This design comes from an exercise in tuning for small area, a short achievable clock period and few clock cycles per item on the open sky130 flow, not from production work.

==> flow/design.v <==
module SME(clk,reset,chardata,isstring,ispattern,valid,match,match_index);
input clk;
input reset;
input [7:0] chardata;
input isstring;
input ispattern;
output match;
output [4:0] match_index;
output valid;
localparam [6:0] HAT    = 7'h5E ;  
localparam [6:0] DOLLAR = 7'h24 ;  
localparam [6:0] POINT  = 7'h2E ;  
localparam [6:0] STAR   = 7'h2A ;  
localparam [6:0] SPACE  = 7'h20 ;  
reg  [6:0] str_B_rf [0:31];
reg  [5:0] str_length_cnt;
reg        isstring_d, ispattern_d;
reg [33:0] F;
reg  [4:0] off;           
reg        star_seen;
reg        valid_r, match_r;
reg  [4:0] match_index_r;
wire [6:0] c = chardata[6:0];
wire c_hat    = c == HAT;
wire c_dollar = c == DOLLAR;
wire c_star   = c == STAR;
wire c_point  = c == POINT;
wire first    = ispattern & ~ispattern_d;
wire [31:0] inS;      
wire [31:0] sp;       
wire [31:0] eq;       
genvar j;
generate
for (j = 0; j < 32; j = j + 1) begin: POS
    assign inS[j] = str_length_cnt > 31 - j;
    assign sp[j]  = str_B_rf[j] == SPACE;
    assign eq[j]  = c_point | str_B_rf[j] == c;
end
endgenerate
wire [31:0] start = inS & ~{inS[30:0], 1'b0};
wire [32:0] pre [0:6];
assign pre[0] = F[32:0];
genvar l;
generate
for (l = 0; l < 6; l = l + 1) begin: PRE
    for (j = 0; j < 33; j = j + 1) begin: B
        if ((j >> l) & 1)
            assign pre[l+1][j] = pre[l][j] | pre[l][((j >> l) << l) - 1];
        else
            assign pre[l+1][j] = pre[l][j];
    end
end
endgenerate
wire [33:0] F_hat  = {2'b00, inS & sp, 1'b0} | {2'b00, start};
wire [33:0] F_dol  = {F[32], F[31:0] & sp, 1'b0};
wire [33:0] F_star = first ? {2'b01, inS} : {1'b0, pre[6]};
wire [33:0] F_lit  = {1'b0, (first ? inS : F[31:0]) & eq, 1'b0};
reg [4:0] fs;
integer k;
always @(*) begin
    fs = 5'd0;
    for (k = 33; k >= 0; k = k - 1)
        if (F[k]) fs = k[4:0];
end
wire [4:0] fs_idx = fs + off;
wire [4:0] len5   = str_length_cnt[4:0];
wire [4:0] len_m1 = len5 - 5'd1;
wire [4:0] off_m1 = off - 5'd1;
wire       c_cnt  = ~c_hat & ~c_star;
integer i;
always @(posedge clk)
begin: STR_RF
    if(isstring)
    begin
        for (i = 0; i < 31; i = i + 1)
            str_B_rf[i] <= str_B_rf[i+1];
        str_B_rf[31] <= c;
    end
end
always @(posedge clk)
begin: LEN_CNT
    if(isstring)
        str_length_cnt <= isstring_d ? str_length_cnt + 6'd1 : 6'd1;
end
always @(posedge clk or posedge reset)
begin: FLAGS
    if(reset)
    begin
        isstring_d  <= 1'b0;
        ispattern_d <= 1'b0;
        valid_r     <= 1'b0;
        match_r     <= 1'b0;
    end
    else
    begin
        isstring_d  <= isstring;
        ispattern_d <= ispattern;
        valid_r     <= ispattern_d & ~ispattern;
        match_r     <= ispattern_d & ~ispattern & (|F);
    end
end
always @(posedge clk)
begin: MATCH
    F <= c_hat ? F_hat : c_dollar ? F_dol : c_star ? F_star : F_lit;
    off <= first ? (c_cnt ? len_m1 : len5) : (c_cnt ? off_m1 : off);
    star_seen <= (first ? 1'b0 : star_seen) | c_star;
    if(first)
        match_index_r <= 5'd0;
    else if(!star_seen)
        match_index_r <= fs_idx;
end
assign valid       = valid_r;
assign match       = match_r;
assign match_index = match_index_r;
endmodule
Settings: LEC_CHECK=0, ABC_CLOCK_PERIOD_IN_PS=2700, CAP_MARGIN=20, CORE_MARGIN=2, CORE_UTILIZATION=40, SETUP_SLACK_MARGIN=3.8, SLEW_MARGIN=20; clock period 6.5 ns.
run.sh (not shown) runs the stock make flow with config.mk's settings and CLKGATE_MAP_FILE= SYNTH_SCRIPT=/design/flow/synth_recipe.tcl, a recipe that flattens the netlist after the stock synthesis.
The starting point passed the timing, DRC and antenna checks.
Rerun with:
--- a/flow/design.v
+++ b/flow/design.v
@@ -29,5 +29,5 @@
 wire [31:0] inS;      
 wire [31:0] sp;       
-wire [31:0] eq;       
+wire [31:0] eqc;      
 genvar j;
 generate
@@ -35,5 +35,5 @@
     assign inS[j] = str_length_cnt > 31 - j;
     assign sp[j]  = str_B_rf[j] == SPACE;
-    assign eq[j]  = c_point | str_B_rf[j] == c;
+    assign eqc[j] = str_B_rf[j] == c;
 end
 endgenerate
@@ -52,16 +52,52 @@
 end
 endgenerate
+wire [31:0] Fin = first ? inS : F[31:0];
 wire [33:0] F_hat  = {2'b00, inS & sp, 1'b0} | {2'b00, start};
 wire [33:0] F_dol  = {F[32], F[31:0] & sp, 1'b0};
 wire [33:0] F_star = first ? {2'b01, inS} : {1'b0, pre[6]};
-wire [33:0] F_lit  = {1'b0, (first ? inS : F[31:0]) & eq, 1'b0};
-reg [4:0] fs;
-integer k;
-always @(*) begin
-    fs = 5'd0;
-    for (k = 33; k >= 0; k = k - 1)
-        if (F[k]) fs = k[4:0];
+wire [33:0] F_pt   = {1'b0, Fin, 1'b0};
+wire [33:0] F_fix  = ({34{c_hat}} & F_hat) | ({34{c_dollar}} & F_dol) |
+                     ({34{c_star}} & F_star) | ({34{c_point}} & F_pt);
+wire [33:0] F_lit  = {1'b0, Fin & eqc, 1'b0};
+wire [63:0] Fx = {30'd0, F};
+genvar g;
+wire        a1 [0:31]; wire [0:0] i1 [0:31];
+wire        a2 [0:15]; wire [1:0] i2 [0:15];
+wire        a3 [0:7];  wire [2:0] i3 [0:7];
+wire        a4 [0:3];  wire [3:0] i4 [0:3];
+wire        a5 [0:1];  wire [4:0] i5 [0:1];
+generate
+for (g = 0; g < 32; g = g + 1) begin: L1
+    assign a1[g] = Fx[2*g] | Fx[2*g+1];
+    assign i1[g] = ~Fx[2*g];
 end
-wire [4:0] fs_idx = fs + off;
+for (g = 0; g < 16; g = g + 1) begin: L2
+    assign a2[g] = a1[2*g] | a1[2*g+1];
+    assign i2[g] = a1[2*g] ? {1'b0, i1[2*g]} : {1'b1, i1[2*g+1]};
+end
+for (g = 0; g < 8; g = g + 1) begin: L3
+    assign a3[g] = a2[2*g] | a2[2*g+1];
+    assign i3[g] = a2[2*g] ? {1'b0, i2[2*g]} : {1'b1, i2[2*g+1]};
+end
+for (g = 0; g < 4; g = g + 1) begin: L4
+    assign a4[g] = a3[2*g] | a3[2*g+1];
+    assign i4[g] = a3[2*g] ? {1'b0, i3[2*g]} : {1'b1, i3[2*g+1]};
+end
+for (g = 0; g < 2; g = g + 1) begin: L5
+    assign a5[g] = a4[2*g] | a4[2*g+1];
+    assign i5[g] = a4[2*g] ? {1'b0, i4[2*g]} : {1'b1, i4[2*g+1]};
+end
+endgenerate
+wire [4:0] fs = a5[0] ? i5[0] : i5[1];
+wire [4:0] gen = fs & off;
+wire [4:0] prp = fs ^ off;
+wire [4:0] cry;
+assign cry[0] = 1'b0;
+assign cry[1] = gen[0];
+assign cry[2] = gen[1] | prp[1] & gen[0];
+assign cry[3] = gen[2] | prp[2] & gen[1] | prp[2] & prp[1] & gen[0];
+assign cry[4] = gen[3] | prp[3] & gen[2] | prp[3] & prp[2] & gen[1] |
+                prp[3] & prp[2] & prp[1] & gen[0];
+wire [4:0] fs_idx = prp ^ cry;
 wire [4:0] len5   = str_length_cnt[4:0];
 wire [4:0] len_m1 = len5 - 5'd1;
@@ -102,5 +138,5 @@
 always @(posedge clk)
 begin: MATCH
-    F <= c_hat ? F_hat : c_dollar ? F_dol : c_star ? F_star : F_lit;
+    F <= F_fix | F_lit;
     off <= first ? (c_cnt ? len_m1 : len5) : (c_cnt ? off_m1 : off);
     star_seen <= (first ? 1'b0 : star_seen) | c_star;
After rerunning: Sequential cell count stays the same; worst setup slack gains 22 ps; global-route usage goes down by 0.47 points; worst hold slack stays flat; non-clock buffer count does not change.
No run of this note included a check of the RTL's function; only the layout flow was run.

separate check: timing with driven ports:
The flow's constraints put no driver on any port. The routed layouts listed below were extracted and timed again, unchanged, in two steps.
Step 1 sets driving cells, clkbuf_16 on the clock port and buf_2 on the other inputs (assumed; they add their load-dependent delay and slew).
Step 2 adds t to the input delays and takes it off the output delays; t is the mean of the earliest and latest rising clock arrival at the registers after step 1. Input paths then give back, and output paths get back, about the clock's delay inside the block.
Slacks: ideal / step 1 / step 2; pairs: ideal / step 1.
run	t, ns	setup slack, ns	hold slack, ns
the first run	0.613	3.644 / 3.644 / 3.219	0.487 / 0.487 / 0.487
the second run	0.620	3.666 / 3.666 / 3.290	0.487 / 0.487 / 0.487
After both steps every run listed still meets setup and hold. For the first run, which loses most, drivers alone change the setup slack by 0.000 ns; drivers and shift together by -0.425 ns.
